Source: an optimization exercise on an open RTL-to-GDS flow (aim: small area and a short achievable clock period). Production flows keep margins and buffers that such runs may drop. Function was checked by simulation only, so behaviour that the tests miss may differ from the original. No activity file was given, so power comes from the tool's default toggle rates.

// CentralProcessingUnit
module CentralProcessingUnit (
  input clock,
  input reset,
  input handInterruptSignalIn,
  input [15:0] IF_memory_read,
  output [15:0] IF_address,
  input [15:0] MEM_memory_read,
  output reg [1:0] MEM_memory_control,
  output reg [15:0] MEM_memory_address,
  output reg [15:0] MEM_target_value,
  output [175:0] register_value
);
localparam [15:0] NOP = 16'h0800;
reg [15:0] fetched;         
reg [15:0] inst;            
reg [15:0] pc;              
reg        inInt;          
reg [3:0]  istate;
reg [3:0]  iindex;
reg [3:0]  handCache;
reg [15:0] aluResult;       
reg        tFlag;
reg        tWriteEnable;
reg [15:0] dataAddress;     
reg [1:0]  dataControl;
reg [3:0]  target3;         
reg [3:0]  target4;         
reg [207:0] regs;           
wire [15:0] selected = inInt ? {8'hF8, istate, iindex} : fetched;
function [20:0] decode(input [15:0] i);
  reg [3:0] fa, sa, ta, p1, p2, p3;
  reg [2:0] jc;
  reg [3:0] decIndex;
  reg decInt, decIntJump;
  begin
  p1 = {1'b0, i[10:8]};
  p2 = {1'b0, i[7:5]};
  p3 = {1'b0, i[4:2]};
  fa = 0; sa = 0; ta = 4'hf; jc = 0; decIndex = 0; decInt = 0; decIntJump = 0;
  case (i[15:11])
    5'b01001: begin ta = p1; fa = p1; end                  
    5'b01000: begin ta = p2; fa = p1; end                  
    5'b00010: jc = 3'd1;                                   
    5'b00100: begin jc = 3'd2; fa = p1; end                
    5'b00101: begin jc = 3'd3; fa = p1; end                
    5'b01101: ta = p1;                                     
    5'b10011: begin ta = p2; fa = p1; end                  
    5'b11011: begin fa = p1; sa = p2; end                  
  ...
clock: 11.0 ns
lec_check: 0
abc_area: 1
cap_margin: 20
core_margin: 2
core_utilization: 60
place_density: 0.65
setup_slack_margin: 5
slew_margin: 20
tns_end_percent: 0
standard.sh (not shown) runs the stock make flow with config.mk's settings and CLKGATE_MAP_FILE= SYNTH_SCRIPT=/design/flow/synth_recipe.tcl, a recipe that flattens the netlist after the stock synthesis.
==> flow/flow/run.sh <==
#!/bin/bash
set -e
export BUFFER_PORTS_ARGS="-buffer_cell sky130_fd_sc_hd__buf_1"
export CTS_ARGS="-sink_clustering_enable -repair_clock_nets -sink_clustering_size 16 -sink_clustering_max_diameter 50 -buf_list sky130_fd_sc_hd__clkbuf_8 -dont_use_dummy_load"
bash standard.sh > standard.log 2>&1
Change:
--- a/flow/config.mk
+++ b/flow/config.mk
@@ -9,5 +9,5 @@
 export CAP_MARGIN = 20
 export CORE_MARGIN = 2
-export CORE_UTILIZATION = 60
+export CORE_UTILIZATION = 45
 export PLACE_DENSITY = 0.65
 export SETUP_SLACK_MARGIN = 5
Result: The new run finished clean. Design area rises by 0.49%. Clock skew went up by 0.029 ns. Wire length went up by 7.8%. Utilization drops by 17 points. Global-route usage is lower by 8.8 points.
Change:
--- a/flow/config.mk
+++ b/flow/config.mk
@@ -9,6 +9,6 @@
 export CAP_MARGIN = 20
 export CORE_MARGIN = 2
-export CORE_UTILIZATION = 45
-export PLACE_DENSITY = 0.65
+export CORE_UTILIZATION = 50
+export PLACE_DENSITY = 0.6
 export SETUP_SLACK_MARGIN = 5
 export SLEW_MARGIN = 20
=> Final area barely changes. Combinational power goes down by about 10%. Critical path depth rose by 6. Core utilization came out higher by 5.8 points. Synthesized area is unchanged. Sequential share of layout area is about the same. Global-route usage climbs by 2.5 points. Sequential cell count is unchanged.

CentralProcessingUnit again, from the RTL that the note above started with.
export LEC_CHECK = 0
export ABC_AREA = 1
export CAP_MARGIN = 20
export CORE_MARGIN = 2
export CORE_UTILIZATION = 55
export PLACE_DENSITY = 0.6
export SETUP_SLACK_MARGIN = 5
export SLEW_MARGIN = 20
export TNS_END_PERCENT = 10
create_clock -name core_clock -period 11.0 [get_ports {clock}]
Scripts as last shown in full above: flow/flow/run.sh
The first run finished with timing, DRC and antenna clean.
Next try:
Settings changed: CORE_UTILIZATION 55 to 45, PLACE_DENSITY 0.6 to 0.55, TNS_END_PERCENT 10 to 0.
After rerunning: First-iteration DRC count goes down by about 25%; wire length climbs by 4.0%; count of clock-buffer cells in the layout is unchanged.
Next try:
Settings changed: CORE_UTILIZATION 45 to 50, PLACE_DENSITY 0.55 to 0.68.
The new run completed with no timing, DRC or antenna violations.
Die area is lower by roughly a tenth.
Synthesized cell count does not change.
Critical path depth is lower by 4.
Sequential share of layout area is higher by 0.66 points.
First-iteration DRC count is higher by a quarter to a third.
Clock-buffer cell count is lower by 1.
Clock power is lower slightly.

==> what the ideal ports hide <==
No port has a modelled driver above. Below, the same layouts with a new extraction and two added sets of constraints. Step 1 assumes that a clkbuf_16 drives the clock port and a buf_2 every other input. Step 2 moves the port delays by t, midway between the first and last clock arrival at a register: inputs arrive t later, outputs are due t later. That takes back most of the time a late clock gives input paths. Three values: ideal ports, drivers, drivers and shift; two values: the first two.
| run | t (ns) | setup WS [ns] | hold slack, ns |
|---|---|---|---|
| the first run of note 1 | 0.686 | 4.475 / 4.421 / 3.901 | 0.297 / 0.297 / 0.297 |
| the second run of note 1 | 0.672 | 4.564 / 4.448 / 3.921 | 0.333 / 0.333 / 0.333 |
| the third run of note 1 | 0.666 | 4.686 / 4.631 / 4.500 | 0.348 / 0.348 / 0.348 |
| the first run of note 2 | 0.658 | 4.651 / 4.603 / 4.444 | 0.338 / 0.338 / 0.338 |
| the second run of note 2 | 0.688 | 4.693 / 4.650 / 4.491 | 0.335 / 0.335 / 0.335 |
| the third run of note 2 | 0.673 | 4.561 / 4.520 / 4.520 | 0.325 / 0.325 / 0.325 |
After both steps every run listed still meets setup and hold. For the second run of note 1, which loses most, drivers alone change the setup slack by -0.116 ns; drivers and shift together by -0.643 ns.
